This design comes from an exercise in tuning for small area on the open sky130 flow, not from production work. The RTL was checked by simulation tests, not by an equivalence proof against the original design. No activity file was given, so power comes from the tool's default toggle rates.

==> flow/constraint.sdc <==
create_clock -name core_clock -period 10.0 [get_ports {clk}]
set_input_delay 2.0000 -clock core_clock [delete_from_list [all_inputs] [get_ports {clk}]]
set_output_delay 2.0000 -clock core_clock [all_outputs]
set_load 0.01 [all_outputs]
==> flow/design.v <==
`timescale 1ns / 1ps
module top (
    input clk,
    input resetn,
    input [1:0] user_dir,
    input [1:0] user_dir2,
    output hsync,
    output vsync,
    output [3:0] vga_r,
    output [3:0] vga_g,
    output [3:0] vga_b,
    output [9:0] score1,
    output [9:0] score2,
    input startgame,
    input gameover,
    output powerup_paddle_spawn,
    output reg [1:0] game_state,
    output ball_x_dir
);
    function automatic ge12(input [11:0] a, input [11:0] c);
        integer i;
        reg gt, eq;
        begin
            gt = 1'b0; eq = 1'b1;
            for (i = 11; i >= 0; i = i - 1) begin
                gt = gt | (eq & a[i] & ~c[i]);
                eq = eq & ~(a[i] ^ c[i]);
            end
            ge12 = gt | eq;
        end
    endfunction
    function automatic rin(input [9:0] a, input [9:0] lo, input [9:0] hi);
        rin = ge12({2'b0, a}, {2'b0, lo}) & ~ge12({2'b0, a}, {2'b0, hi} + 12'd1);
    endfunction
    function automatic sge11(input [10:0] a, input integer c);
        reg [10:0] cc;
        begin
            cc = c[10:0];
            sge11 = ge12({1'b0, ~a[10], a[9:0]}, {1'b0, ~cc[10], cc[9:0]});
        end
    endfunction
    function automatic slt8(input [7:0] a, input integer c);
        reg [7:0] cc;
        begin
            cc = c[7:0];
            slt8 = ~ge12({4'b0, ~a[7], a[6:0]}, {4'b0, ~cc[7], cc[6:0]});
        end
    endfunction
    function automatic [11:0] rsub(input [11:0] a, input [11:0] b);
        integer i;
        reg c;
        reg [11:0] d;
        begin
            c = 1'b1;
            for (i = 0; i < 12; i = i + 1) begin
                d[i] = a[i] ^ ~b[i] ^ c;
                c = (a[i] & ~b[i]) | (a[i] & c) | (~b[i] & c);
            end
            rsub = d;
        end
    endfunction
    reg [9:0] x, y;
    reg [1:0] k;
    wire ce = k[1] & k[0];
    wire xend = x[9] & x[8] & (&x[4:0]);    
    wire yend = y[9] & y[3] & y[2];         
    always @(posedge clk) begin
        if (!resetn)
            {x, k} <= 12'd2;
        else if (ce && xend)
            {x, k} <= 12'd0;
        else
            {x, k} <= {x, k} + 12'd1;
    end
    always @(posedge clk) begin
        if (!resetn)
            y <= 10'd0;
        else if (ce && xend) begin
            if (!yend) y <= y + 10'd1;
            else y <= 10'd0;
        end
    end
    assign hsync = ~rin(x, 656, 751);
    assign vsync = ~rin(y, 490, 491);
    wire active = ~(x[9] & (x[8] | x[7])) & ~y[9] & ~(&y[8:5]);
    reg [10:0] uc;
    reg upd;
    always @(posedge clk) begin
        if (!resetn || game_state != 2'b01 || uc == 11'h458)
            uc <= 11'h7FF;
        else
            uc <= {uc[9:0], uc[10] ^ uc[8]};
        if (!resetn)
            upd <= 1'b0;
        else if (game_state == 2'b01)
            upd <= (uc == 11'h458);
    end
    reg [9:0] s1, s2;
    assign score1 = s1;
    assign score2 = s2;
    reg won;
    always @(posedge clk)
        if (!resetn) won <= 1'b0;
        else if (s1 == 10'd7 || s2 == 10'd7) won <= 1'b1;
    always @(posedge clk) begin
        if (!resetn)
            game_state <= 2'b00;
        else if (ce) begin
            case (game_state)
                2'b00: if (startgame) game_state <= 2'b01;
                2'b01: if (gameover || won) game_state <= 2'b10;
                default: ;
            endcase
        end
    end
    reg [15:0] lfsr;
    wire fb = lfsr[15] ^ lfsr[13] ^ lfsr[5] ^ lfsr[2] ^ lfsr[8];
    always @(posedge clk)
        if (!resetn) lfsr <= 16'hACE1;
        else lfsr <= {lfsr[14:0], fb};
    reg [7:0] pa;
    reg pa0;
    reg [5:0] pb;
    reg [2:0] pb0;
    reg [3:0] hc;
    wire [8:0] ua = {pa, lfsr[0]};
    wire [6:0] ub = {pb, lfsr[2]};
    wire sa = lfsr[15] & (&hc);
    wire sb = lfsr[15] & hc[3] & hc[2] & (hc[1] | hc[0]);
    reg [7:0] ka;
    reg [5:0] kb;
    always @(*) begin
        if (!sa) ka = ge12({3'b0, ua}, 267) ? 8'd39 : 8'd206;              
        else if (!ge12({3'b0, ua}, 136)) ka = 8'd81;                        
        else if (ge12({3'b0, ua}, 303)) ka = 8'd3;                          
        else ka = 8'd170;                                                   
        if (!sb) kb = ge12({5'b0, ub}, 53) ? 6'd11 : 6'd0;                  
        else if (!ge12({5'b0, ub}, 30)) kb = 6'd23;                         
        else if (ge12({5'b0, ub}, 83)) kb = 6'd45;                          
        else kb = 6'd34;                                                    
    end
    reg [9:1] bxh;       
    wire [9:0] bx = {bxh, 1'b0};
    reg [9:0] by;
    reg xr;              
    reg ysn;             
    reg [1:0] ym;        
    reg [8:0] p1y, p2y;  
    reg spawn, pact, who;
    reg [8:0] pc;
    wire [8:0] pux = {pa, pa0};
    wire [8:0] puy = {pb, pb0};
    assign ball_x_dir = xr;
    assign powerup_paddle_spawn = spawn;
    wire h1big = pact & who, h1small = pact & ~who;
    wire h2big = pact & ~who, h2small = pact & who;
    wire lwall = ~ge12({2'b0, bx}, 3);
    wire rwall = ge12({2'b0, bx}, 627);
    wire lx = rin(bx, 106, 109);
    wire rxz = ge12({2'b0, bx}, 519) && (!xr || !ge12({2'b0, bx}, 523));
    wire side = bx[9];
    wire [8:0] pp = side ? p2y : p1y;
    wire pbig = side ? h2big : h1big;
    wire psmall = side ? h2small : h1small;
    wire [11:0] e0 = rsub({2'b0, by}, {3'b0, pp});
    wire [10:0] e = e0[10:0];            
    wire [7:0] e8 = e[7:0];
    wire yhit = sge11(e, -10) && (pbig ? !sge11(e, 100) : psmall ? !sge11(e, 25) : !sge11(e, 50));
    wire phit = (lx | rxz) && yhit;
    wire score = lwall | rwall;
    reg [2:0] zone;
    always @(*) begin
        if (pbig) begin
            zone = slt8(e8, 3) ? 3'd0 : slt8(e8, 17) ? 3'd1 : slt8(e8, 31) ? 3'd2 : slt8(e8, 45) ? 3'd3 :
                   slt8(e8, 58) ? 3'd4 : slt8(e8, 72) ? 3'd5 : slt8(e8, 86) ? 3'd6 : 3'd7;
        end else if (psmall) begin
            zone = (!ge12({3'b0, pp}, 6) || slt8(e8, -6)) ? 3'd0 : slt8(e8, -2) ? 3'd1 : slt8(e8, 3) ? 3'd2 :
                   slt8(e8, 7) ? 3'd3 : slt8(e8, 11) ? 3'd4 : slt8(e8, 16) ? 3'd5 : slt8(e8, 20) ? 3'd6 : 3'd7;
        end else begin
            zone = (!ge12({3'b0, pp}, 3) || slt8(e8, -3)) ? 3'd0 : slt8(e8, 5) ? 3'd1 : slt8(e8, 12) ? 3'd2 :
                   slt8(e8, 20) ? 3'd3 : slt8(e8, 27) ? 3'd4 : slt8(e8, 35) ? 3'd5 : slt8(e8, 42) ? 3'd6 : 3'd7;
        end
    end
    wire yflip = ge12({2'b0, by}, 467) || !ge12({2'b0, by}, 3);
    reg nysn;
    reg [1:0] nym;
    always @(*) begin
        if (score) begin
            nysn = ~by[0];
            nym = 2'd0;
        end else if (phit) begin
            nysn = ~zone[2];
            nym = zone[2] ? zone[1:0] : ~zone[1:0];
        end else begin
            nysn = ysn ^ yflip;
            nym = ym;
        end
    end
    wire nxr = (score | phit) ? ~xr : xr;
    wire [9:0] sinc = (lwall ? s2 : s1) + 10'd1;    
    wire [9:0] ydelta = nysn ? ~{8'd0, nym} : {8'd0, nym} + 10'd1;
    wire [9:2] bxstep = bx[9:2] + (nxr ? 8'd1 : 8'd255);
    always @(posedge clk) begin
        if (!resetn) begin
            xr <= 1'b1;
            ysn <= 1'b0;
            ym <= 2'd0;
            bxh <= 9'd160;
            by <= 10'd240;
            s1 <= 10'd0;
            s2 <= 10'd0;
        end else if (upd) begin
            xr <= nxr;
            ysn <= nysn;
            ym <= nym;
            if (lwall) begin
                s2 <= sinc;
                bxh <= 9'd65;
            end else if (rwall) begin
                s1 <= sinc;
                bxh <= 9'd250;
            end else
                bxh <= {bxstep, bx[1]};
            by <= score ? 10'd240 : by + ydelta;
        end
    end
    wire p1low = h1big ? !ge12({3'b0, p1y}, 379) : h1small ? !ge12({3'b0, p1y}, 454) : !ge12({3'b0, p1y}, 429);
    wire p2low = h2big ? !ge12({3'b0, p2y}, 379) : h2small ? !ge12({3'b0, p2y}, 454) : !ge12({3'b0, p2y}, 429);
    always @(posedge clk) begin
        if (!resetn) begin
            p1y <= 9'd240;
            p2y <= 9'd240;
        end else if (upd) begin
            if (user_dir == 2'b10 && p1y != 9'd0) p1y <= p1y - 9'd3;
            if (user_dir == 2'b01 && p1low) p1y <= p1y + 9'd3;
            if (user_dir2 == 2'b10 && p2y != 9'd0) p2y <= p2y - 9'd3;
            if (user_dir2 == 2'b01 && p2low) p2y <= p2y + 9'd3;
        end
    end
    wire [11:0] cbx0 = rsub({2'b0, bx}, {3'b0, pux});
    wire [11:0] cby0 = rsub({2'b0, by}, {3'b0, puy});
    wire coll = sge11(cbx0[10:0], -9) && !sge11(cbx0[10:0], 6) &&
                sge11(cby0[10:0], -9) && !sge11(cby0[10:0], 6);
    wire [8:0] l9 = lfsr[8:0];
    wire [8:0] dly = !ge12({3'b0, l9}, 240) ? l9 + 9'd240 : !ge12({3'b0, l9}, 480) ? l9 : l9 - 9'd240;
    always @(posedge clk) begin
        if (!resetn) begin
            spawn <= 1'b0;
            pact <= 1'b0;
            pc <= 9'd240;
        end else if (upd) begin
            if (spawn) begin
                if (coll) begin
                    spawn <= 1'b0;
                    pact <= 1'b1;
                    who <= xr;
                    pc <= 9'd479;
                end
            end else if (pc != 9'd0) begin
                pc <= pc - 9'd1;
            end else if (pact) begin
                pact <= 1'b0;
                pc <= dly;
            end else begin
                spawn <= 1'b1;
            end
        end
    end
    wire spawn_now = upd && !spawn && !pact && pc == 9'd0;
    wire restart = upd && spawn && coll;
    always @(posedge clk) begin
        if (!resetn || restart) begin
            pa <= 8'd50;
            pb <= 6'd0;
            hc <= 4'd0;
        end else if (!spawn && !spawn_now) begin
            pa <= ua[7:0] + ka;
            pb <= ub[5:0] + kb;
            if (!(&hc)) hc <= hc + 4'd1;
        end
    end
    always @(posedge clk)
        if (!spawn) begin
            pa0 <= lfsr[0];
            pb0 <= lfsr[2:0];
        end
    wire [9:0] yv = {1'b0, y[8:0]};
    wire border = (x == 10'd0) || (x == 10'd2) || (x == 10'd639) || (x == 10'd637) ||
                  (yv == 10'd0) || (yv == 10'd2) || (yv == 10'd479) || (yv == 10'd477);
    wire [11:0] bdx = rsub({2'b0, x}, {2'b0, bx});
    wire [11:0] bdy = rsub({2'b0, yv}, {2'b0, by});
    wire vball = !ge12({1'b0, bdx[10:0]}, 10) && !ge12({1'b0, bdy[10:0]}, 10);
    wire [8:0] pm = x[9] ? p2y : p1y;
    wire pmbig = x[9] ? h2big : h1big;
    wire pmsmall = x[9] ? h2small : h1small;
    wire [11:0] pd = rsub({2'b0, yv}, {3'b0, pm});
    wire vpaddle = (rin(x, 100, 109) || rin(x, 530, 539)) &&
        (pmbig ? !ge12({1'b0, pd[10:0]}, 100) : pmsmall ? !ge12({1'b0, pd[10:0]}, 25) : !ge12({1'b0, pd[10:0]}, 50));
    wire game_display = border || vball || vpaddle;
    wire [11:0] qx0 = rsub({2'b0, x}, {3'b0, pux});
    wire [11:0] qy0 = rsub({2'b0, yv}, {3'b0, puy});
    wire [10:0] qx = qx0[10:0];
    wire [10:0] qy = qy0[10:0];
    wire qxlo = (qx[10:3] == 8'd0);
    wire qylo = (qy[10:3] == 8'd0);
    wire qxin = qxlo && qx[2:0] != 3'd7;
    wire qyin = qylo && qy[2:0] != 3'd7;
    wire qxe = qxlo && (qx[2:0] == 3'd0 || qx[2:0] == 3'd6);
    wire qye = qylo && (qy[2:0] == 3'd0 || qy[2:0] == 3'd6);
    wire qxm = qxlo && (qx[2:0] == 3'd3);
    wire qym = qylo && (qy[2:0] == 3'd3);
    wire qxc = qxlo && (qx[2:0] == 3'd2 || qx[2:0] == 3'd3 || qx[2:0] == 3'd4);
    wire qyc = qylo && (qy[2:0] == 3'd2 || qy[2:0] == 3'd3 || qy[2:0] == 3'd4);
    wire powerup = qxe && qyin || qye && qxin || qxm && qyc || qym && qxc;
    wire letter_p = rin(x, 130, 140) && rin(yv, 100, 220) ||
                    rin(x, 141, 175) && rin(yv, 100, 110) ||
                    rin(x, 166, 210) && rin(yv, 111, 121) ||
                    rin(x, 200, 210) && rin(yv, 122, 165) ||
                    rin(x, 141, 199) && rin(yv, 155, 165) ;
    wire letter_i = rin(x, 240, 250) && rin(yv, 100, 220);
    wire letter_n = rin(x, 280, 290) && rin(yv, 100, 220) ||
                    rin(x, 291, 310) && rin(yv, 105, 115) ||
                    rin(x, 300, 310) && rin(yv, 116, 138) ||
                    rin(x, 311, 330) && rin(yv, 128, 138) ||
                    rin(x, 320, 330) && rin(yv, 139, 164) ||
                    rin(x, 331, 345) && rin(yv, 154, 164) ||
                    rin(x, 335, 345) && rin(yv, 165, 190) ||
                    rin(x, 346, 360) && rin(yv, 180, 190) ||
                    rin(x, 350, 360) && rin(yv, 191, 210) ||
                    rin(x, 361, 379) && rin(yv, 200, 210) ||
                    rin(x, 380, 390) && rin(yv, 100, 220);
    wire letter_g = rin(x, 420, 500) && rin(yv, 100, 110) ||
                    rin(x, 420, 430) && rin(yv, 111, 220) ||
                    rin(x, 431, 500) && rin(yv, 210, 220) ||
                    rin(x, 490, 500) && rin(yv, 165, 209) ||
                    rin(x, 460, 489) && rin(yv, 165, 175);
    wire title_display = border || letter_p || letter_i || letter_n || letter_g;
    wire letter_g_2 = rin(x, 100, 180) && rin(yv, 100, 110) ||
                      rin(x, 100, 110) && rin(yv, 111, 220) ||
                      rin(x, 111, 180) && rin(yv, 210, 220) ||
                      rin(x, 170, 180) && rin(yv, 165, 209) ||
                      rin(x, 140, 169) && rin(yv, 165, 175);
    wire letter_a = rin(x, 220, 230) && rin(yv, 100, 220) ||
                    rin(x, 231, 300) && rin(yv, 100, 110) ||
                    rin(x, 290, 300) && rin(yv, 111, 220) ||
                    rin(x, 231, 289) && rin(yv, 150, 160);
    wire letter_m = rin(x, 340, 350) && rin(yv, 100, 220) ||
                    rin(x, 351, 365) && rin(yv, 100, 110) ||
                    rin(x, 360, 375) && rin(yv, 111, 120) ||
                    rin(x, 375, 385) && rin(yv, 121, 190) ||
                    rin(x, 385, 400) && rin(yv, 111, 120) ||
                    rin(x, 395, 409) && rin(yv, 100, 110) ||
                    rin(x, 410, 420) && rin(yv, 100, 220);
    wire letter_e = rin(x, 460, 540) && rin(yv, 100, 110) ||
                    rin(x, 460, 470) && rin(yv, 111, 220) ||
                    rin(x, 471, 540) && rin(yv, 210, 220) ||
                    rin(x, 471, 515) && rin(yv, 155, 165);
    wire letter_o = rin(x, 110, 170) && rin(yv, 260, 270) ||
                    rin(x, 100, 110) && rin(yv, 270, 370) ||
                    rin(x, 110, 170) && rin(yv, 370, 380) ||
                    rin(x, 170, 180) && rin(yv, 270, 370);
    wire letter_v = rin(x, 220, 230) && rin(yv, 260, 320) ||
                    rin(x, 230, 240) && rin(yv, 320, 360) ||
                    rin(x, 240, 250) && rin(yv, 360, 370) ||
                    rin(x, 250, 270) && rin(yv, 370, 380) ||
                    rin(x, 270, 280) && rin(yv, 360, 370) ||
                    rin(x, 280, 290) && rin(yv, 320, 360) ||
                    rin(x, 290, 300) && rin(yv, 260, 320);
    wire letter_e_2 = rin(x, 340, 420) && rin(yv, 260, 270) ||
                      rin(x, 340, 350) && rin(yv, 271, 380) ||
                      rin(x, 351, 420) && rin(yv, 370, 380) ||
                      rin(x, 351, 395) && rin(yv, 315, 325);
    wire letter_r = rin(x, 460, 470) && rin(yv, 260, 380) ||
                    rin(x, 471, 530) && rin(yv, 260, 270) ||
                    rin(x, 530, 540) && rin(yv, 270, 320) ||
                    rin(x, 471, 530) && rin(yv, 320, 330) ||
                    rin(x, 510, 520) && rin(yv, 330, 345) ||
                    rin(x, 520, 530) && rin(yv, 345, 360) ||
                    rin(x, 530, 540) && rin(yv, 360, 380);
    wire over_display = border || letter_g_2 || letter_a || letter_m || letter_e ||
                        letter_o || letter_v || letter_e_2 || letter_r;
    wire final_display = game_state[1] ? over_display :
                         game_state[0] ? (game_display || (spawn && powerup)) : title_display;
    reg video;
    always @(posedge clk)
        if (!resetn) video <= 1'b0;
        else if (ce) video <= final_display && active;
    assign vga_r = {4{video}};
    assign vga_g = {4{video}};
    assign vga_b = {4{video}};
endmodule
==> flow/flow/abc.script <==
strash
&get -n
&deepsyn -T 600
&put
dch -f
amap -F 10 -A 40
topo
==> flow/config.mk <==
export PLATFORM = sky130hd
export DESIGN_NAME = top
export DESIGN_NICKNAME = top
export VERILOG_FILES = /design/flow/design.v
export SDC_FILE = /design/flow/constraint.sdc
export NUM_CORES = 4
export LEC_CHECK = 0
export CAP_MARGIN = 20
export CORE_MARGIN = 2
export CORE_UTILIZATION = 50
export PLACE_DENSITY = 0.65
export SLEW_MARGIN = 20
==> flow/standard.sh <==
#!/bin/bash
# synth_recipe.tcl (not shown) runs the flow's synth.tcl, then flattens the netlist and writes it again
# the make line also repeats each setting of config.mk as NAME=value (left out here)
make -C /OpenROAD-flow-scripts/flow DESIGN_CONFIG=/design/flow/config.mk WORK_HOME=/design/flow/orfs CLKGATE_MAP_FILE= SYNTH_SCRIPT=/design/flow/synth_recipe.tcl "${@:-finish}"
==> flow/flow/run.sh <==
#!/bin/bash
# Own layout flow: the standard flow, with an area-oriented ABC script in
# synthesis (no adder extraction), single-drive port buffers and a clock tree
# without dummy loads. Each step's output goes to a log of its own here.
set -euo pipefail
HERE=$(pwd)
CTS_BUF=${CTS_BUF:-sky130_fd_sc_hd__clkbuf_8}
CTS_EXTRA=${CTS_EXTRA:-}
rm -rf "$HERE/scripts_area"
cp -r "$FLOW_HOME/scripts" "$HERE/scripts_area"
cp "$HERE/flow/abc.script" "$HERE/scripts_area/abc_speed.script"
bash standard.sh SCRIPTS_DIR="$HERE/scripts_area" ADDER_MAP_FILE= synth > "$HERE/synth.log" 2>&1
bash standard.sh "BUFFER_PORTS_ARGS=-buffer_cell sky130_fd_sc_hd__buf_1" \
  "CTS_ARGS=-sink_clustering_enable -repair_clock_nets -dont_use_dummy_load -buf_list $CTS_BUF $CTS_EXTRA" \
  finish > "$HERE/layout.log" 2>&1
==> results.toml, run 1 <==
[yosys]
netlist_instances = 1529
synth.top_cells.by_area = "dfxtp_1 28%, nor2_1 9.9%, clkinv_1 8.1%"
yosys_most_used_dff = "dfxtp_1"
async_flop_share = 0
netlist_area_um2 = 10200
yosys_warnings = 1
ys_seq_elements = 148
synth_edf_count = 4
synth_cell_type_count = 56
yosys.area.top_type = "dfxtp_1"
synthTopCellsByCount = "269 x nor2_1, 220 x clkinv_1, 147 x o21ai_0"
yosysSeqAreaShare = 0.295
synthMostInstantiatedCell = "nor2_1"
syn_avg_cell_area_um2 = 6.67
synth_nets = 1537
synth_top_area_share = 0.283

[global_routing]
grt_pass1_wl_mm = 58.1
track_usage = 0.334
overflow = 0
grt_pass1_vias = 11100
grt_max_degree = 39
antenna_found_initial = 0

[placed_design]
place.gp.congestion = 1.02
portBuffers = 45
hpwl_mm = 26.5

[layout]
multiInputGateArea_um2 = 6280
antenna_cells = 0
layout.nets = 1594
fillCellCount = 2062
seq_area_um2 = 3000
drive_above_1_share = 0.0145
area_growth_pct = 6.75

[setup_path]
timing.rr.start = "bxh[9]"
reg2reg_to = "by[9]"
required_ns = 10.37
critPathLaunchType = "flip-flop"
path_common_cell = "nor2_1"
cp-end-kind = "flip-flop"
path_class = "reg -> reg"
cp_max_fo = 18
ff2ff_setup_slack_ns = 1.94
slowest_delay_ns = 0.67
crit_arrival_ns = 8.43
cpMaxStageDelayCell = "dfxtp_1"
rr_worst_depth = 34

[route]
wl_mm = 36.2
dr.pass1.iters = 9
drc = 0
avgRoutedWirePerCell_um = 19.5
first_iter_violations = 1198
ant_nets = 0
vias = 12100
via_per_inst = 6.52

[floorplanning]
core_area_um2 = 20100
die-area_um2 = 21500
die_y_um = 147
ios = 46
die_w_um = 147
rows = 52
start_util = 0.507

[sta]
fin_crit_ns = 8.06
clock.fmax_mhz = 124
setup_viol = 0
slew_headroom = 0.271
finClkSkew_ns = 0.0290
finalMaxSlewViolations = 0
post-route-period-util = 0.806
tightest_slew_ns = 1.07
rsz0062_at_grt = "no"
final_hold_viol_count = 0
setup_tns_ns = 0
hold_slack_ns = 0.427

[cts]
clock_latency_ns = 0.47
numCtsBuffers = 17
cts.sinks = 148
ctsHoldBuffers = 0
cts_tree = "done"
cts_root_buffer = "clkbuf_8"
htreeDepth = 4
cts_setup_buffers = 0
ctsResizeCount = 0
clkTransAtPathRegs_ns = 0.09
cts_buffer_depth = 2

[worst_hold_path]
hp-start = "lfsr[12]"
holdPathStages = 1
hold-path-endpoint = "lfsr[13]"
hp-class = "reg -> reg"

[pwr]
leakage_nw = 3.43
peakVddDrop_v = 0.000104
power_per_cell_area_nw_per_um2 = 124

[outcome]
status = "finished clean"

[flow_run]
cap_viol_max_count = 0
-- how the worst max path moves through the flow --
stage / start / endpoint / slack, ns / cells past startpoint
after floorplan: bxh[9] / by[9] / 3.66 / 33
after global placement: bxh[9] / by[9] / 2.67 / 34
after detailed placement: bxh[9] / by[9] / 2.33 / 34
after CTS: bxh[9] / by[9] / 2.24 / 34
after global routing: bxh[9] / by[9] / 1.09 / 34
final: bxh[9] / by[9] / 1.94 / 34
-- worst max-delay path: cells and delay by family (launching register included) --
family	cells	cell delay, ns
flip-flops	1	0.67
AND/OR/NAND/NOR	10	1.48
AO/OA/AOI/OAI	18	4.26
buffers and inverters	6	1.55
-- cell type report --
class,instances,share of cell area
repair buffers,50,0.0190
inverters,220,0.0759
multi-input cells,1149,0.577
well taps,270,0.0310
clock buffers,17,0.0215
flip-flops and latches,148,0.276
-- state kept, by name (all words and copies together) (netlist names), 3 cells and up --
| register | count |
|---|---|
| bxh | 9 |
| by | 10 |
| hc | 4 |
| lfsr | 16 |
| p1y | 9 |
| p2y | 9 |
| pa | 8 |
| pb | 6 |
| pb0 | 3 |
| pc | 9 |
| s1 | 10 |
| s2 | 10 |
| uc | 11 |
| x | 10 |
| y | 10 |
-- layer usage --
metal,vias to the layer above,GRT usage,routed length [µm]
met5,-,0,0
met4,0,0.156,1490
met3,132,0.0578,3380
met2,668,0.529,16200
met1,5516,0.446,15200
li1,5781,-,-
-- metrics by stage --
step | area, µm² | setup slack, ns | util | power (mW) | instances
after floorplan | 10200 | 3.66 | - | 0.910 | 1529
after global placement | 10600 | 2.67 | 0.530 | 0.988 | 1837
after detailed placement | 10600 | 2.33 | 0.530 | 0.992 | 1837
after CTS | 10900 | 2.24 | 0.541 | 1.35 | 1854
after global routing | 10900 | 1.09 | 0.541 | 1.42 | 1854
final | 10900 | 1.94 | 0.541 | 1.35 | 1854
-- cells in the final DEF (no fill, tap or decap), types with 6 or more instances in the layout --
cell type / count
a2111oi_0: 6
a211oi_1: 32
a21o_1: 6
a21oi_1: 111
a221oi_1: 7
a22oi_1: 15
a311oi_1: 6
a31oi_1: 35
and3_1: 7
buf_1: 45
clkbuf_8: 17
clkinv_1: 219
dfxtp_1: 144
nand2_1: 97
nand3_1: 31
nand4_1: 7
nor2_1: 269
nor2b_1: 11
nor3_1: 72
nor4_1: 20
o2111ai_1: 14
o211ai_1: 8
o21a_1: 22
o21ai_0: 147
o221ai_1: 21
o22ai_1: 95
o31ai_1: 6
o32ai_1: 11
or2_0: 19
or3_1: 7
-- report_power, final --
group	internal, mW	switching (mW)	leakage (nW)
Combinational	0.112	0.214	2.10
Clock	0.150	0.212	0.122
Sequential	0.619	0.0439	1.21
-- cells by family after synthesis --
logic type | share of synthesized area
AOI/OAI and AO/OA | 0.375
buffers and inverters | 0.0898
xor gates and xnor gates | 0.000859
and+or+nand+nor | 0.240
DFF | 0.295
==> run 2, diff against run 1 <==
--- a/flow/design.v
+++ b/flow/design.v
@@ -158,29 +158,42 @@
     wire rwall = ge12({2'b0, bx}, 627);
     wire lx = rin(bx, 106, 109);
     wire rxz = ge12({2'b0, bx}, 519) && (!xr || !ge12({2'b0, bx}, 523));
-    wire side = bx[9];
+    wire colslot = (game_state != 2'b01) | ~k[1];
+    wire [9:0] yv = {1'b0, y[8:0]};     
+    wire [9:0] say = colslot ? by : yv;
+    wire play = (game_state == 2'b01);
+    wire side = colslot ? bx[9] : x[9];
     wire [8:0] pp = side ? p2y : p1y;
     wire pbig = side ? h2big : h1big;
     wire psmall = side ? h2small : h1small;
-    wire [11:0] e0 = rsub({2'b0, by}, {3'b0, pp});
+    wire [11:0] e0 = rsub({2'b0, say}, {3'b0, pp});
     wire [10:0] e = e0[10:0];            
     wire [7:0] e8 = e[7:0];
-    wire yhit = sge11(e, -10) && (pbig ? !sge11(e, 100) : psmall ? !sge11(e, 25) : !sge11(e, 50));
+    wire yhit_now = sge11(e, -10) && (pbig ? !sge11(e, 100) : psmall ? !sge11(e, 25) : !sge11(e, 50));
+    reg yhit_r;
+    reg [2:0] zone_r;
+    wire yhit = play ? yhit_r : yhit_now;
     wire phit = (lx | rxz) && yhit;
     wire score = lwall | rwall;
-    reg [2:0] zone;
+    reg [2:0] zone_now;
     always @(*) begin
         if (pbig) begin
-            zone = slt8(e8, 3) ? 3'd0 : slt8(e8, 17) ? 3'd1 : slt8(e8, 31) ? 3'd2 : slt8(e8, 45) ? 3'd3 :
+            zone_now = slt8(e8, 3) ? 3'd0 : slt8(e8, 17) ? 3'd1 : slt8(e8, 31) ? 3'd2 : slt8(e8, 45) ? 3'd3 :
                    slt8(e8, 58) ? 3'd4 : slt8(e8, 72) ? 3'd5 : slt8(e8, 86) ? 3'd6 : 3'd7;
         end else if (psmall) begin
-            zone = (!ge12({3'b0, pp}, 6) || slt8(e8, -6)) ? 3'd0 : slt8(e8, -2) ? 3'd1 : slt8(e8, 3) ? 3'd2 :
+            zone_now = (!ge12({3'b0, pp}, 6) || slt8(e8, -6)) ? 3'd0 : slt8(e8, -2) ? 3'd1 : slt8(e8, 3) ? 3'd2 :
                    slt8(e8, 7) ? 3'd3 : slt8(e8, 11) ? 3'd4 : slt8(e8, 16) ? 3'd5 : slt8(e8, 20) ? 3'd6 : 3'd7;
         end else begin
-            zone = (!ge12({3'b0, pp}, 3) || slt8(e8, -3)) ? 3'd0 : slt8(e8, 5) ? 3'd1 : slt8(e8, 12) ? 3'd2 :
+            zone_now = (!ge12({3'b0, pp}, 3) || slt8(e8, -3)) ? 3'd0 : slt8(e8, 5) ? 3'd1 : slt8(e8, 12) ? 3'd2 :
                    slt8(e8, 20) ? 3'd3 : slt8(e8, 27) ? 3'd4 : slt8(e8, 35) ? 3'd5 : slt8(e8, 42) ? 3'd6 : 3'd7;
         end
     end
+    always @(posedge clk)
+        if (colslot) begin
+            yhit_r <= yhit_now;
+            zone_r <= zone_now;
+        end
+    wire [2:0] zone = play ? zone_r : zone_now;
     wire yflip = ge12({2'b0, by}, 467) || !ge12({2'b0, by}, 3);
     reg nysn;
     reg [1:0] nym;
@@ -200,28 +213,25 @@
     wire [9:0] sinc = (lwall ? s2 : s1) + 10'd1;    
     wire [9:0] ydelta = nysn ? ~{8'd0, nym} : {8'd0, nym} + 10'd1;
     wire [9:2] bxstep = bx[9:2] + (nxr ? 8'd1 : 8'd255);
+    wire [9:1] bxh_nxt = !resetn ? 9'd160 : !upd ? bxh :
+                         lwall ? 9'd65 : rwall ? 9'd250 : {bxstep, bx[1]};
+    wire [9:0] by_nxt = !resetn ? 10'd240 : !upd ? by :
+                        score ? 10'd240 : by + ydelta;
     always @(posedge clk) begin
+        bxh <= bxh_nxt;
+        by <= by_nxt;
         if (!resetn) begin
             xr <= 1'b1;
             ysn <= 1'b0;
             ym <= 2'd0;
-            bxh <= 9'd160;
-            by <= 10'd240;
             s1 <= 10'd0;
             s2 <= 10'd0;
         end else if (upd) begin
             xr <= nxr;
             ysn <= nysn;
             ym <= nym;
-            if (lwall) begin
-                s2 <= sinc;
-                bxh <= 9'd65;
-            end else if (rwall) begin
-                s1 <= sinc;
-                bxh <= 9'd250;
-            end else
-                bxh <= {bxstep, bx[1]};
-            by <= score ? 10'd240 : by + ydelta;
+            if (lwall) s2 <= sinc;
+            else if (rwall) s1 <= sinc;
         end
     end
     wire p1low = h1big ? !ge12({3'b0, p1y}, 379) : h1small ? !ge12({3'b0, p1y}, 454) : !ge12({3'b0, p1y}, 429);
@@ -237,10 +247,9 @@
             if (user_dir2 == 2'b01 && p2low) p2y <= p2y + 9'd3;
         end
     end
-    wire [11:0] cbx0 = rsub({2'b0, bx}, {3'b0, pux});
-    wire [11:0] cby0 = rsub({2'b0, by}, {3'b0, puy});
-    wire coll = sge11(cbx0[10:0], -9) && !sge11(cbx0[10:0], 6) &&
-                sge11(cby0[10:0], -9) && !sge11(cby0[10:0], 6);
+    wire coll_now;
+    reg coll_r;
+    wire coll = play ? coll_r : coll_now;
     wire [8:0] l9 = lfsr[8:0];
     wire [8:0] dly = !ge12({3'b0, l9}, 240) ? l9 + 9'd240 : !ge12({3'b0, l9}, 480) ? l9 : l9 - 9'd240;
     always @(posedge clk) begin
@@ -284,21 +293,26 @@
             pa0 <= lfsr[0];
             pb0 <= lfsr[2:0];
         end
-    wire [9:0] yv = {1'b0, y[8:0]};
     wire border = (x == 10'd0) || (x == 10'd2) || (x == 10'd639) || (x == 10'd637) ||
                   (yv == 10'd0) || (yv == 10'd2) || (yv == 10'd479) || (yv == 10'd477);
-    wire [11:0] bdx = rsub({2'b0, x}, {2'b0, bx});
-    wire [11:0] bdy = rsub({2'b0, yv}, {2'b0, by});
-    wire vball = !ge12({1'b0, bdx[10:0]}, 10) && !ge12({1'b0, bdy[10:0]}, 10);
-    wire [8:0] pm = x[9] ? p2y : p1y;
-    wire pmbig = x[9] ? h2big : h1big;
-    wire pmsmall = x[9] ? h2small : h1small;
-    wire [11:0] pd = rsub({2'b0, yv}, {3'b0, pm});
+    wire [9:0] sax = colslot ? bx : x;
+    wire [9:0] sbx = (colslot | k[0]) ? pux : {bxh_nxt, 1'b0};
+    wire [9:0] sby = (colslot | k[0]) ? puy : by_nxt;
+    wire [11:0] qx0 = rsub({2'b0, sax}, {2'b0, sbx});
+    wire [11:0] qy0 = rsub({2'b0, say}, {2'b0, sby});
+    reg vball;
+    always @(posedge clk)
+        vball <= !ge12({1'b0, qx0[10:0]}, 10) && !ge12({1'b0, qy0[10:0]}, 10);
+    assign coll_now = sge11(qx0[10:0], -9) && !sge11(qx0[10:0], 6) &&
+                    sge11(qy0[10:0], -9) && !sge11(qy0[10:0], 6);
+    always @(posedge clk)
+        if (colslot) coll_r <= coll_now;
+    wire [11:0] pd = e0;
+    wire pmbig = pbig;
+    wire pmsmall = psmall;
     wire vpaddle = (rin(x, 100, 109) || rin(x, 530, 539)) &&
         (pmbig ? !ge12({1'b0, pd[10:0]}, 100) : pmsmall ? !ge12({1'b0, pd[10:0]}, 25) : !ge12({1'b0, pd[10:0]}, 50));
     wire game_display = border || vball || vpaddle;
-    wire [11:0] qx0 = rsub({2'b0, x}, {3'b0, pux});
-    wire [11:0] qy0 = rsub({2'b0, yv}, {3'b0, puy});
     wire [10:0] qx = qx0[10:0];
     wire [10:0] qy = qy0[10:0];
     wire qxlo = (qx[10:3] == 8'd0);
==> run 2 against run 1 <==
Net effect: sequential power increased by 6.3%; clock-buffer cell count unchanged; fmax decreased by 11%; critical endpoint is now pa[2]; global-route usage decreased by 2.3 points; die area decreased by 3.3%; still clean on timing, DRC and antenna; hold slack got worse by 0.028 ns.
==> results.toml, run 2 <==
[layout]
antenna_cells = 0
drive_above_1_share = 0.0671
mostFrequentLayoutCells = "297 x nor2_1, 202 x clkinv_1, 145 x dfxtp_1"
final_area_um2 = 11000
final_common_cell = "nor2_1"
top_register = "lfsr"
layout.nets = 1575
fillCellCount = 1987
area_growth_pct = 11.8
largestRegisters = "lfsr (16), uc (11)"
fin_util = 0.568
finalNonFillerCells = 1830
largest_reg_flops = 16

[setup_path]
cpMaxStageDelayCell = "or3_1"
slowest_delay_ns = 0.39
path_class = "reg -> reg"
timing.rr.start = "game_state[0]"
ff2ff_setup_slack_ns = 0.91
startpoint = "game_state[0]"
reg2reg_to = "pa[2]"
crit_arrival_ns = 9.48
path_common_cell = "nor2_1"
rr_worst_depth = 64
cp-end-kind = "flip-flop"
required_ns = 10.39
critPathLaunchType = "flip-flop"
cp_max_fo = 11
endpoint = "pa[2]"

[yosys]
netlist_instances = 1471
yosys_warnings = 1
netlist_area_um2 = 9840
syn_avg_cell_area_um2 = 6.69
yosysSeqAreaShare = 0.322
synth.top_cells.by_area = "dfxtp_1 29%, nor2_1 12%, clkinv_1 8.0%"
yosys_most_used_dff = "dfxtp_1"
synth_nets = 1479
synthMostInstantiatedCell = "nor2_1"
yosys.area.top_type = "dfxtp_1"
async_flop_share = 0
synth_edf_count = 9
ys_seq_elements = 154
synth_top_area_share = 0.295
synthTopCellsByCount = "307 x nor2_1, 211 x clkinv_1, 145 x dfxtp_1"
synth_cell_type_count = 49

[global_routing]
track_usage = 0.311
use_met3 = 0.0589
grt_pass1_wl_mm = 51.1
grt_pass1_vias = 9892
use_met1 = 0.444
busiest_layer = "met2"
met2_usage = 0.469
antenna_found_initial = 0
grt_max_degree = 75
overflow = 0

[pwr]
power_per_cell_area_nw_per_um2 = 146
power_mw = 1.61
p_clk_frac = 0.230
peakVddDrop_v = 0.000138
power.switching_mw = 0.603
comb_power_share = 0.332
swShare = 0.375
leakage_nw = 3.61
seq_power_share = 0.438
p_int_mw = 1.01

[floorplanning]
die_w_um = 144
die_y_um = 144
core_area_um2 = 19400
start_util = 0.507
rows = 51
die-area_um2 = 20800
ios = 46

[sta]
clock.fmax_mhz = 110
finClkSkew_ns = 0.0405
slew_headroom = 0.428
fin_crit_ns = 9.09
setup_viol = 0
finalMaxSlewViolations = 0
tightest_slew_ns = 0.848
final_hold_viol_count = 0
post-route-period-util = 0.909

[cts]
numCtsBuffers = 17
cts.sinks = 154
cts_root_buffer = "clkbuf_8"
cts_buffer_depth = 2
htreeDepth = 4
cts_tree = "done"
clock_latency_ns = 0.48
clkTransAtPathRegs_ns = 0.10
ctsHoldBuffers = 0

[placed_design]
place.gp.congestion = 0.988
placed_area_um2 = 10600
hpwl_mm = 24.4
portBuffers = 45
place_inst = 1811

[route]
vias = 11200
avgRoutedWirePerCell_um = 17.5
ant_nets = 0
dr.pass1.iters = 8
wl_mm = 32.1
first_iter_violations = 1235
drc = 0
via_per_inst = 6.13

[worst_hold_path]
hp-class = "reg -> reg"

[outcome]
status = "finished clean"

[flow_run]
cap_viol_max_count = 0
-- run 2: cell types whose count changed in the layout (fill, tap and decap cells not counted), moves of 9 or more --
cell / previous run / this run
a21oi_1: 111 / 82
buf_4: 5 / 44
clkinv_1: 219 / 202
nor2_1: 269 / 297
o211ai_1: 8 / 17
o21ai_0: 147 / 116
o22ai_1: 95 / 80
-- run 2: cell type report --
type	count	area (µm²)	area share
clock buffers	17	234	0.0213
inverters	211	805	0.0731
multi-input cells	1094	5970	0.542
flip-flops and latches	154	3170	0.288
well taps	265	332	0.0301
repair buffers	89	499	0.0453
-- run 2: worst min path at each step --
stage | from | to | slack, ns | cells past startpoint
after floorplan | lfsr[9] | lfsr[10] | 0.39 | 1
after detailed placement | lfsr[14] | lfsr[15] | 0.40 | 1
final | lfsr[9] | lfsr[10] | 0.40 | 1
after global placement | lfsr[14] | lfsr[15] | 0.39 | 1
after global routing | lfsr[9] | lfsr[10] | 0.43 | 1
after CTS | lfsr[9] | lfsr[10] | 0.41 | 1
-- run 2: worst max-delay path: cells and delay by family (launching register included) --
family / cells / cell delay [ns]
buf+inv: 10 / 1.27
simple gates: 30 / 3.87
flops: 1 / 0.34
compound gates: 24 / 3.54
-- run 2: cell families after synthesis --
kind of cell | share of synthesized area
AND/OR/NAND/NOR | 0.265
AO/OA/AOI/OAI | 0.323
flip-flops | 0.322
buffers and inverters | 0.0896
-- run 2: per-stage QoR --
| stage | hold WS (ns) | setup TNS, ns | setup slack (ns) |
|---|---|---|---|
| 2_1_floorplan | 0.391 | 0 | 0.00511 |
| 3_3_place_gp | 0.392 | 0 | 0.0951 |
| 3_5_place_dp | 0.401 | -4.30 | -0.381 |
| 4_1_cts | 0.407 | 0 | 0.0206 |
| 5_1_grt | 0.425 | -0.546 | -0.0693 |
| 6_report | 0.399 | 0 | 0.906 |
-- run 2: timing repair --
| action | 4_1_cts | 5_1_grt |
|---|---|---|
| cloned | 0 | 0 |
| setup endpoints to repair | 15 | 33 |
| pin swaps | 0 | 7 |
| resized for setup | 7 | 43 |
| buffers inserted | 0 | 2 |
-- run 2: power groups by stage --
stage / Sequential, mW / Combinational [mW] / Clock, mW
5_1_grt: 0.710 / 0.599 / 0.396
6_report: 0.705 / 0.535 / 0.369
4_1_cts: 0.703 / 0.501 / 0.377
2_1_floorplan: 0.700 / 0.364 / 0
3_3_place_gp: 0.716 / 0.500 / 0
3_5_place_dp: 0.716 / 0.498 / 0
-- run 2: metal layers --
layer | wire [µm] | vias to the layer above
li1 | - | 5550
met1 | 14600 | 5094
met2 | 13900 | 500
met3 | 2700 | 82
met4 | 898 | 0
met5 | 0 | -
==> run 3, diff against run 2 <==
--- a/flow/design.v
+++ b/flow/design.v
@@ -236,15 +236,15 @@
     end
     wire p1low = h1big ? !ge12({3'b0, p1y}, 379) : h1small ? !ge12({3'b0, p1y}, 454) : !ge12({3'b0, p1y}, 429);
     wire p2low = h2big ? !ge12({3'b0, p2y}, 379) : h2small ? !ge12({3'b0, p2y}, 454) : !ge12({3'b0, p2y}, 429);
+    wire p1mv = (user_dir == 2'b10 && p1y != 9'd0) || (user_dir == 2'b01 && p1low);
+    wire p2mv = (user_dir2 == 2'b10 && p2y != 9'd0) || (user_dir2 == 2'b01 && p2low);
     always @(posedge clk) begin
         if (!resetn) begin
             p1y <= 9'd240;
             p2y <= 9'd240;
         end else if (upd) begin
-            if (user_dir == 2'b10 && p1y != 9'd0) p1y <= p1y - 9'd3;
-            if (user_dir == 2'b01 && p1low) p1y <= p1y + 9'd3;
-            if (user_dir2 == 2'b10 && p2y != 9'd0) p2y <= p2y - 9'd3;
-            if (user_dir2 == 2'b01 && p2low) p2y <= p2y + 9'd3;
+            if (p1mv) p1y <= p1y + (user_dir[1] ? 9'd509 : 9'd3);
+            if (p2mv) p2y <= p2y + (user_dir2[1] ? 9'd509 : 9'd3);
         end
     end
     wire coll_now;
@@ -295,14 +295,14 @@
         end
     wire border = (x == 10'd0) || (x == 10'd2) || (x == 10'd639) || (x == 10'd637) ||
                   (yv == 10'd0) || (yv == 10'd2) || (yv == 10'd479) || (yv == 10'd477);
+    wire [9:0] pux_n = {pa, spawn ? pa0 : lfsr[0]};
+    wire [9:0] puy_n = {pb, spawn ? pb0 : lfsr[2:0]};
     wire [9:0] sax = colslot ? bx : x;
-    wire [9:0] sbx = (colslot | k[0]) ? pux : {bxh_nxt, 1'b0};
-    wire [9:0] sby = (colslot | k[0]) ? puy : by_nxt;
+    wire [9:0] sbx = (colslot | ~k[0]) ? pux_n : bx;
+    wire [9:0] sby = (colslot | ~k[0]) ? puy_n : by;
     wire [11:0] qx0 = rsub({2'b0, sax}, {2'b0, sbx});
     wire [11:0] qy0 = rsub({2'b0, say}, {2'b0, sby});
-    reg vball;
-    always @(posedge clk)
-        vball <= !ge12({1'b0, qx0[10:0]}, 10) && !ge12({1'b0, qy0[10:0]}, 10);
+    wire vball = !ge12({1'b0, qx0[10:0]}, 10) && !ge12({1'b0, qy0[10:0]}, 10);
     assign coll_now = sge11(qx0[10:0], -9) && !sge11(qx0[10:0], 6) &&
                     sge11(qy0[10:0], -9) && !sge11(qy0[10:0], 6);
     always @(posedge clk)
@@ -325,7 +325,9 @@
     wire qym = qylo && (qy[2:0] == 3'd3);
     wire qxc = qxlo && (qx[2:0] == 3'd2 || qx[2:0] == 3'd3 || qx[2:0] == 3'd4);
     wire qyc = qylo && (qy[2:0] == 3'd2 || qy[2:0] == 3'd3 || qy[2:0] == 3'd4);
-    wire powerup = qxe && qyin || qye && qxin || qxm && qyc || qym && qxc;
+    reg pu_r;
+    always @(posedge clk)
+        pu_r <= qxe && qyin || qye && qxin || qxm && qyc || qym && qxc;
     wire letter_p = rin(x, 130, 140) && rin(yv, 100, 220) ||
                     rin(x, 141, 175) && rin(yv, 100, 110) ||
                     rin(x, 166, 210) && rin(yv, 111, 121) ||
@@ -394,7 +396,7 @@
     wire over_display = border || letter_g_2 || letter_a || letter_m || letter_e ||
                         letter_o || letter_v || letter_e_2 || letter_r;
     wire final_display = game_state[1] ? over_display :
-                         game_state[0] ? (game_display || (spawn && powerup)) : title_display;
+                         game_state[0] ? (game_display || (spawn && pu_r)) : title_display;
     reg video;
     always @(posedge clk)
         if (!resetn) video <= 1'b0;
==> run 3 against run 2 <==
Net effect: sequential power decreased by 1%; non-clock buffer count decreased by 37; largest power group unchanged; highest routed layer unchanged; synthesized cell count increased by 3.1%; largest cell class unchanged.
==> results.toml, run 3 <==
[cts]
ctsHoldBuffers = 0
clock_latency_ns = 0.47
clkTransAtPathRegs_ns = 0.11
numCtsBuffers = 17
cts.sinks = 155
ctsResizeCount = 0
cts_buffer_depth = 2
cts_root_buffer = "clkbuf_8"
htreeDepth = 4
cts_tree = "done"
cts_setup_buffers = 0

[layout]
antenna_cells = 0
largest_reg_flops = 16
top_register = "lfsr"
final_common_cell = "nor2_1"
drive_above_1_share = 0.0159
area_growth_pct = 6.95
mostFrequentLayoutCells = "300 x nor2_1, 217 x clkinv_1, 149 x dfxtp_1"
largestRegisters = "lfsr (16), uc (11)"
final_area_um2 = 10800
layout.nets = 1583
finalNonFillerCells = 1843

[floorplanning]
die-area_um2 = 21400
ios = 46
die_w_um = 146
start_util = 0.505
core_area_um2 = 20000
rows = 52
die_y_um = 146

[route]
via_per_inst = 6.23
wl_met2_mm = 15.0
vias = 11500
highest_layer = "met4"
ant_nets = 0
wl_met3_mm = 2.70
first_iter_violations = 1167
wl_mm = 33.7
dr.pass1.iters = 6
drc = 0
wl_met1_mm = 14.9
avgRoutedWirePerCell_um = 18.3

[placed_design]
placed_area_um2 = 10600
place.gp.congestion = 0.976
hpwl_mm = 25.8
portBuffers = 45
place_inst = 1826

[global_routing]
track_usage = 0.316
antenna_found_initial = 0
grt_max_degree = 58
grt_pass1_wl_mm = 54.8
overflow = 0
grt_pass1_vias = 10500

[pwr]
peakVddDrop_v = 0.0000758
leakage_nw = 3.51
power_per_cell_area_nw_per_um2 = 142

[sta]
setup_tns_ns = 0
clock.fmax_mhz = 114
post-route-period-util = 0.874
tightest_slew_ns = 0.948
hold_slack_ns = 0.424
final_hold_viol_count = 0
fin_crit_ns = 8.74
rsz0062_at_grt = "no"
setup_viol = 0
finalMaxSlewViolations = 0
slew_headroom = 0.360
finClkSkew_ns = 0.0534

[outcome]
status = "finished clean"

[setup_path]
cp-end-kind = "flip-flop"
cp_max_fo = 25
rr_worst_depth = 45
ff2ff_setup_slack_ns = 1.26
crit_arrival_ns = 9.10
cpMaxStageDelayCell = "a21oi_1"
reg2reg_to = "by[8]"
path_common_cell = "nor2_1"
required_ns = 10.36
path_class = "reg -> reg"
critPathLaunchType = "flip-flop"
slowest_delay_ns = 0.41
timing.rr.start = "game_state[0]"

[yosys]
synthTopCellsByCount = "300 x nor2_1, 218 x clkinv_1, 149 x dfxtp_1"
yosys_most_used_dff = "dfxtp_1"
synth_edf_count = 6
yosysSeqAreaShare = 0.313
yosys_warnings = 1
synth.top_cells.by_area = "dfxtp_1 29%, nor2_1 11%, clkinv_1 8.1%"
netlist_instances = 1516
netlist_area_um2 = 10100
yosys.area.top_type = "dfxtp_1"
async_flop_share = 0
synth_cell_type_count = 52
ys_seq_elements = 155
synthMostInstantiatedCell = "nor2_1"
syn_avg_cell_area_um2 = 6.68
synth_nets = 1524
synth_top_area_share = 0.295

[worst_hold_path]
hold-path-endpoint = "lfsr[15]"
hp-start = "lfsr[14]"
hp-class = "reg -> reg"
holdPathStages = 1

[flow_run]
cap_viol_max_count = 0
-- run 3: cell types whose count changed after synthesis, moves of 6 or more --
cell | before | now
a21oi_1 | 90 | 103
a221oi_1 | 14 | 8
a22oi_1 | 11 | 25
a31o_1 | 1 | 8
clkinv_1 | 211 | 218
nor2_1 | 307 | 300
o21ai_0 | 123 | 140
o221ai_1 | 23 | 14
-- run 3: worst max-delay path by stage --
stage	end	slack, ns	start	cells after the start
finish	by[8]	1.26	game_state[0]	45
global route	by[8]	0.04	game_state[0]	45
CTS	by[8]	1.46	game_state[0]	45
detailed placement	by[8]	1.53	game_state[0]	41
global placement	by[8]	1.81	game_state[0]	45
floorplan	by[8]	0.38	game_state[0]	43
-- run 3: final cells by class --
type	count	area (µm²)
fill	2048	9220
multi-input combinational	1131	6050
sequential	155	3160
inverter	218	818
tap	270	338
clock buffer	17	234
timing repair buffer	52	221
-- run 3: cell families (layout without fill, tap and decap cells) --
logic type	after synthesis	in the layout	synth area share
buffers and inverters	230	287	0.0898
DFF	155	155	0.313
AOI/OAI and AO/OA	546	546	0.346
and+or+nand+nor	585	585	0.252
-- run 3: power by group --
part           internal [mW]  total (mW)  switching [mW]
sequential             0.660       0.697          0.0372
clock                  0.150       0.361           0.211
combinational          0.160       0.483           0.323
-- run 3: per-layer routing --
metal  track usage  vias up
met5             0        -
met4         0.117        0
met3        0.0544       97
met2         0.506      541
met1         0.429     5204
li1              -     5644
-- run 3: per-stage QoR --
stage / total power, mW / setup slack (ns) / util
after floorplan: 1.07 / 0.380 / -
after global placement: 1.18 / 1.81 / 0.528
after detailed placement: 1.18 / 1.53 / 0.528
after CTS: 1.53 / 1.46 / 0.540
after global routing: 1.64 / 0.0428 / 0.540
final: 1.54 / 1.26 / 0.540
-- run 3: worst max-delay path, delay by kind of cell (launching register included) --
family / cells / cell delay [ns]
simple gates: 19 / 3.12
flops: 1 / 0.38
buf+inv: 9 / 1.84
compound gates: 17 / 3.33
==> run 4, diff against run 3 <==
==> flow/flow/abc.script (replaced) <==
strash
&get -n
&deepsyn -T 1200
&put
dch -f
amap -F 10 -A 40
topo
==> run 4 against run 3 <==
Net effect: sequential share of layout area up 0.26 points; final cell count down 0.71%; critical path depth down 1; fmax up 2.1%; critical path type unchanged.
==> results.toml, run 4 <==
[outcome]
status = "finished clean"

[sta]
final_hold_viol_count = 0
finalMaxSlewViolations = 0
finClkSkew_ns = 0.0535
setup_tns_ns = 0
tightest_slew_ns = 0.836
post-route-period-util = 0.856
slew_headroom = 0.441
clock.fmax_mhz = 117
setup_viol = 0
rsz0062_at_grt = "no"
fin_crit_ns = 8.56

[global_routing]
track_usage = 0.299
grt_pass1_vias = 10200
overflow = 0
grt_max_degree = 54
antenna_found_initial = 1
grt_pass1_wl_mm = 52.1

[layout]
layout.nets = 1574
mostFrequentLayoutCells = "286 x nor2_1, 212 x clkinv_1, 149 x dfxtp_1"
finalNonFillerCells = 1830
largest_reg_flops = 16
largestRegisters = "lfsr (16), uc (11)"
final_common_cell = "nor2_1"
fin_util = 0.548
area_growth_pct = 6.89
drive_above_1_share = 0.0160
top_register = "lfsr"

[pwr]
leakage_nw = 3.48
power_per_cell_area_nw_per_um2 = 141
comb_power_share = 0.302
seq_power_share = 0.462
p_int_mw = 0.960
power.switching_mw = 0.551
p_clk_frac = 0.236
peakVddDrop_v = 0.000134
swShare = 0.364

[setup_path]
cp-end-kind = "flip-flop"
cp_max_fo = 12
ff2ff_setup_slack_ns = 1.44
slowest_delay_ns = 0.42
path_buf_inv = 7
path_class = "reg -> reg"
crit_family = "compound AO/OA/AOI/OAI gates"
required_ns = 10.32
crit_arrival_ns = 8.88
critPathLaunchType = "flip-flop"
cpMaxStageDelayCell = "or3_1"
path_common_cell = "nor2_1"

[route]
avgRoutedWirePerCell_um = 17.5
drc = 0
vias = 11400
dr.pass1.iters = 6
first_iter_violations = 1142
ant_nets = 0
wl_mm = 32.1
via_per_inst = 6.24

[floorplanning]
ios = 46
die_y_um = 146
die-area_um2 = 21200
start_util = 0.512
rows = 51
die_w_um = 146
core_area_um2 = 19600

[worst_hold_path]
hp-class = "reg -> reg"

[placed_design]
place.gp.congestion = 0.980
place_inst = 1812
hpwl_mm = 24.5
portBuffers = 45

[cts]
clkTransAtPathRegs_ns = 0.07
htreeDepth = 4
cts_tree = "done"
cts.sinks = 155
cts_buffer_depth = 2
numCtsBuffers = 17
clock_latency_ns = 0.47
cts_setup_buffers = 0
cts_root_buffer = "clkbuf_8"

[yosys]
synth_compound_area_frac = 0.346
yosysSeqAreaShare = 0.315
synthAdderAreaFrac = 0
yosys.area.top_type = "dfxtp_1"
yosys_warnings = 1
synthMostInstantiatedCell = "nor2_1"
synth.top_cells.by_area = "dfxtp_1 30%, nor2_1 11%, clkinv_1 8.0%"
async_flop_share = 0
ys_seq_elements = 155
synth_cell_type_count = 48
yosys_most_used_dff = "dfxtp_1"
netlist_area_um2 = 10000
synth_nets = 1517
synth_top_area_share = 0.297
synth_top_family_by_area = "compound AO/OA/AOI/OAI gates"
synth_simple_gate_area_share = 0.251
synth_edf_count = 6
muxShareOfSynthArea = 0
synthTopCellsByCount = "286 x nor2_1, 213 x clkinv_1, 149 x dfxtp_1"
syn_avg_cell_area_um2 = 6.65
yosys.area_share.xor_xnor = 0
netlist_instances = 1509

[flow_run]
cap_viol_max_count = 0
==> run 4: metrics by stage <==
stage,power (mW),hold slack [ns],instance area [µm²],setup WS [ns]
6_report,1.51,0.430,10700,1.44
5_1_grt,1.61,0.451,10700,0.388
4_1_cts,1.51,0.431,10700,1.23
3_5_place_dp,1.15,0.411,10500,1.27
3_3_place_gp,1.15,0.411,10500,1.56
2_1_floorplan,1.05,0.391,10000,1.23
==> run 4: layout make-up <==
class                   instances  area [µm²]
fillers                      1979        8860
multi-input cells            1129        5990
flip-flops and latches        155        3160
inverters                     213         800
well taps                     265         332
clock buffers                  17         234
repair buffers                 50         208
diodes                          1        2.50
==> run 4: path summary, 6_finish.rpt <==
| kind | start | endpoint | depth (start not counted) |
|---|---|---|---|
| worst max-delay path | game_state[0] | by[5] | 44 |
| worst min-delay path | lfsr[1] | lfsr[2] | 2 |
| worst max register to register | game_state[0] | by[5] | 44 |
| worst min register to register | lfsr[1] | lfsr[2] | 2 |
==> run 4: layer usage <==
| metal | track usage | wire, µm | up-vias |
|---|---|---|---|
| met5 | 0 | 0 | - |
| met4 | 0.108 | 918 | 0 |
| met3 | 0.0608 | 2940 | 77 |
| met2 | 0.459 | 13700 | 558 |
| met1 | 0.417 | 14600 | 5141 |
| li1 | - | - | 5636 |
==> run 4: what timing repair did <==
action                                  in CTS  in global routing
resized for setup                            0                  1
endpoints found under the setup margin       0                  4
hold buffers                                 0                  0
==> run 4: power groups by stage <==
| stage | registers [mW] | clock network [mW] | logic, mW |
|---|---|---|---|
| after CTS | 0.696 | 0.367 | 0.443 |
| after floorplan | 0.697 | 0 | 0.349 |
| after detailed placement | 0.709 | 0 | 0.441 |
| after global placement | 0.709 | 0 | 0.439 |
| final | 0.698 | 0.356 | 0.456 |
| after global routing | 0.703 | 0.389 | 0.516 |
==> run 4: logic make-up after synthesis <==
logic type / count (synthesis)
and+or+nand+nor: 573
buffers and inverters: 225
AOI/OAI and AO/OA: 556
DFF: 155
==> run 4: worst reg2reg max path: cells and delay by family, from the launching register on <==
kind / cells / cell delay, ns
compound gates: 17 / 3.64
flops: 1 / 0.37
buf+inv: 7 / 1.29
simple gates: 20 / 3.18
==> run 5, diff against run 4 <==
--- a/flow/design.v
+++ b/flow/design.v
@@ -102,17 +102,11 @@
     always @(posedge clk)
         if (!resetn) won <= 1'b0;
         else if (s1 == 10'd7 || s2 == 10'd7) won <= 1'b1;
-    always @(posedge clk) begin
-        if (!resetn)
-            game_state <= 2'b00;
-        else if (ce) begin
-            case (game_state)
-                2'b00: if (startgame) game_state <= 2'b01;
-                2'b01: if (gameover || won) game_state <= 2'b10;
-                default: ;
-            endcase
-        end
-    end
+    wire [1:0] gs_n = !resetn ? 2'b00 :
+                      (ce && game_state == 2'b00 && startgame) ? 2'b01 :
+                      (ce && game_state == 2'b01 && (gameover || won)) ? 2'b10 : game_state;
+    always @(posedge clk)
+        game_state <= gs_n;
     reg [15:0] lfsr;
     wire fb = lfsr[15] ^ lfsr[13] ^ lfsr[5] ^ lfsr[2] ^ lfsr[8];
     always @(posedge clk)
@@ -158,10 +152,14 @@
     wire rwall = ge12({2'b0, bx}, 627);
     wire lx = rin(bx, 106, 109);
     wire rxz = ge12({2'b0, bx}, 519) && (!xr || !ge12({2'b0, bx}, 523));
-    wire colslot = (game_state != 2'b01) | ~k[1];
+    reg colslot, play;
+    wire [1:0] k_n = !resetn ? 2'd2 : k + 2'd1;
+    always @(posedge clk) begin
+        colslot <= (gs_n != 2'b01) | ~k_n[1];
+        play <= (gs_n == 2'b01);
+    end
     wire [9:0] yv = {1'b0, y[8:0]};     
     wire [9:0] say = colslot ? by : yv;
-    wire play = (game_state == 2'b01);
     wire side = colslot ? bx[9] : x[9];
     wire [8:0] pp = side ? p2y : p1y;
     wire pbig = side ? h2big : h1big;
==> flow/flow/abc.script (replaced) <==
strash
&get -n
&deepsyn -T 600
&put
dch -f
amap -F 10 -A 40
topo
==> run 5 against run 4 <==
Net effect: first-iteration DRC count fell by 7.6%; register-to-register slack improved by 0.68 ns; wire length rose by 1.5%; synthesized cell count fell by 0.46%; clock skew fell by 0.013 ns; flip-flop and latch count rose by 2; critical endpoint is now by[9]; global-route usage rose by 0.33 points; sequential share of layout area rose by 0.19 points; highest routed layer unchanged; fmax rose by 8.6%; power fell by 3.7%; critical path depth fell by 10.
==> results.toml, run 5 <==
[cts]
cts_root_buffer = "clkbuf_8"
cts_buffer_depth = 2
ctsHoldBuffers = 0
cts_tree = "done"
clkTransAtPathRegs_ns = 0.09
numCtsBuffers = 17
ctsResizeCount = 0
clock_latency_ns = 0.45
cts_setup_buffers = 0
htreeDepth = 4
cts.sinks = 157

[pwr]
p_int_mw = 0.950
swShare = 0.347
power.switching_mw = 0.505
peakVddDrop_v = 0.0000926
power_per_cell_area_nw_per_um2 = 135
leakage_nw = 3.45
seq_power_share = 0.485
comb_power_share = 0.265
p_clk_frac = 0.250

[layout]
largestRegisters = "lfsr (16), uc (11)"
finalNonFillerCells = 1825
final_common_cell = "nor2_1"
drive_above_1_share = 0.0167
layout.nets = 1570
area_growth_pct = 6.98
mostFrequentLayoutCells = "286 x nor2_1, 206 x clkinv_1, 155 x o21ai_0"
antenna_cells = 0
top_register = "lfsr"
largest_reg_flops = 16

[sta]
finalMaxSlewViolations = 0
tightest_slew_ns = 1.02
rsz0062_at_grt = "no"
setup_tns_ns = 0
clock.fmax_mhz = 127
finClkSkew_ns = 0.0403
setup_viol = 0
fin_crit_ns = 7.88
slew_headroom = 0.300
final_hold_viol_count = 0
post-route-period-util = 0.788

[floorplanning]
core_area_um2 = 19700
rows = 51
start_util = 0.513
die_y_um = 146
die-area_um2 = 21300
die_w_um = 146
ios = 46

[placed_design]
place_inst = 1808
portBuffers = 45
hpwl_mm = 24.7
place.gp.congestion = 0.977

[yosys]
yosys.area_share.xor_xnor = 0
yosys.area.top_type = "dfxtp_1"
synthTopCellsByCount = "286 x nor2_1, 207 x clkinv_1, 155 x o21ai_0"
ys_seq_elements = 157
netlist_instances = 1502
netlist_area_um2 = 10100
synthAdderAreaFrac = 0
synthMostInstantiatedCell = "nor2_1"
synth_edf_count = 6
synth.top_cells.by_area = "dfxtp_1 30%, nor2_1 11%, clkinv_1 7.7%"
synth_compound_area_frac = 0.351
synth_cell_type_count = 57
async_flop_share = 0
yosysSeqAreaShare = 0.317
synth_top_family_by_area = "compound AO/OA/AOI/OAI gates"
syn_avg_cell_area_um2 = 6.72
synth_nets = 1510
yosys_most_used_dff = "dfxtp_1"
yosys_warnings = 1
synth_simple_gate_area_share = 0.246
synth_top_area_share = 0.300
muxShareOfSynthArea = 0

[route]
first_iter_violations = 1055
vias = 11300
dr.pass1.iters = 8
via_per_inst = 6.19
ant_nets = 0
wl_mm = 32.6
avgRoutedWirePerCell_um = 17.9
drc = 0

[setup_path]
cp_max_fo = 37
critPathLaunchType = "flip-flop"
cp-end-kind = "flip-flop"
slowest_delay_ns = 0.62
cpMaxStageDelayCell = "clkinv_1"
path_class = "reg -> reg"
required_ns = 10.34
crit_arrival_ns = 8.22

[global_routing]
grt_pass1_wl_mm = 52.9
antenna_found_initial = 0
grt_max_degree = 38
track_usage = 0.303
grt_pass1_vias = 10200
overflow = 0

[worst_hold_path]
hp-class = "reg -> reg"

[flow_run]
cap_viol_max_count = 0

[outcome]
status = "finished clean"
## run 5: cell types whose count changed after synthesis, moves of 5 or more
| cell | delta |
|---|---|
| o22ai_1 | -26 |
| nand2_1 | -11 |
| o21ai_0 | +10 |
| nand3_1 | -7 |
| nor3_1 | +7 |
| clkinv_1 | -6 |
| or4_1 | -6 |
| a31oi_1 | +5 |
| o211ai_1 | +5 |
| o221ai_1 | -5 |
| or2_0 | +5 |
## run 5: cell families after synthesis
family / after synthesis
AOI/OAI and AO/OA: 562
buffers and inverters: 219
DFF: 157
and+or+nand+nor: 564
## run 5: critical path: cells and delay by family, from the launching register on
kind            cells  cell delay (ns)
flops               1             0.31
simple gates        7             0.95
compound gates     20             4.78
buf+inv             7             1.72
## run 5: path summary, 6_finish.rpt
path | from | slack [ns] | cells after the start | to
setup / recovery | colslot | 2.12 | 34 | by[9]
hold / removal | lfsr[13] | 0.40 | 2 | lfsr[14]
setup reg to reg | colslot | 2.12 | 34 | by[9]
hold reg to reg | lfsr[13] | 0.40 | 2 | lfsr[14]
## run 5: stage by stage
step / setup slack [ns] / instance area (µm²) / power (mW) / util / hold slack [ns]
detailed placement: 2.39 / 10600 / 1.09 / 0.537 / 0.401
global route: 1.02 / 10800 / 1.55 / 0.549 / 0.434
floorplan: 2.92 / 10100 / 1.00 / - / 0.391
CTS: 2.32 / 10800 / 1.46 / 0.549 / 0.411
finish: 2.12 / 10800 / 1.46 / 0.549 / 0.404
global placement: 2.42 / 10600 / 1.09 / 0.537 / 0.395
## run 5: cell type report
| class | count | area (µm²) |
|---|---|---|
| sequential | 157 | 3200 |
| inverter | 207 | 777 |
| clock buffer | 17 | 234 |
| fill | 2072 | 8860 |
| multi-input combinational | 1126 | 6020 |
| timing repair buffer | 53 | 229 |
| tap | 265 | 332 |
## run 5: power by group through the flow
stage          Clock [mW]  Combinational, mW  Sequential, mW
4_1_cts             0.377              0.379           0.703
5_1_grt             0.395              0.443           0.710
3_5_place_dp            0              0.378           0.717
3_3_place_gp            0              0.376           0.718
6_report            0.364              0.386           0.705
2_1_floorplan           0              0.298           0.705
## run 5: per-layer routing
metal,vias to the layer above,part of all wire,global-route usage
met1,5118,0.46,0.436
met3,52,0.10,0.0734
met4,0,0.020,0.0786
met5,-,0,0
met2,503,0.42,0.454
li1,5623,-,-

==> re-timing with driven ports <==
How much do the figures lean on ideal ports? The routed layouts below were timed once more, with nothing changed but the port constraints.
Step 1 assumes that a clkbuf_16 drives the clock port and a buf_2 every other input.
Step 2 times the ports against the registers' clock, not the clock port: input delays grow and output delays shrink by t, the midpoint of the rising clock arrivals with the driver on.
Slacks: no drivers / after step 1 / after step 2; pairs: no drivers / after step 1.
run | t, ns | setup slack, ns | hold WS [ns] | worst setup path at the end
run 1 | 0.499 | 1.938 / 1.938 / 1.938 | 0.427 / 0.427 / 0.427 | register to register
run 2 | 0.507 | 0.906 / 0.906 / 0.906 | 0.399 / 0.399 / 0.399 | register to register
run 3 | 0.491 | 1.264 / 1.264 / 1.264 | 0.424 / 0.424 / 0.424 | register to register
run 4 | 0.493 | 1.444 / 1.444 / 1.444 | 0.430 / 0.430 / 0.430 | register to register
run 5 | 0.482 | 2.121 / 2.121 / 2.121 | 0.404 / 0.404 / 0.404 | register to register
After both steps setup and hold are still met in every run listed.
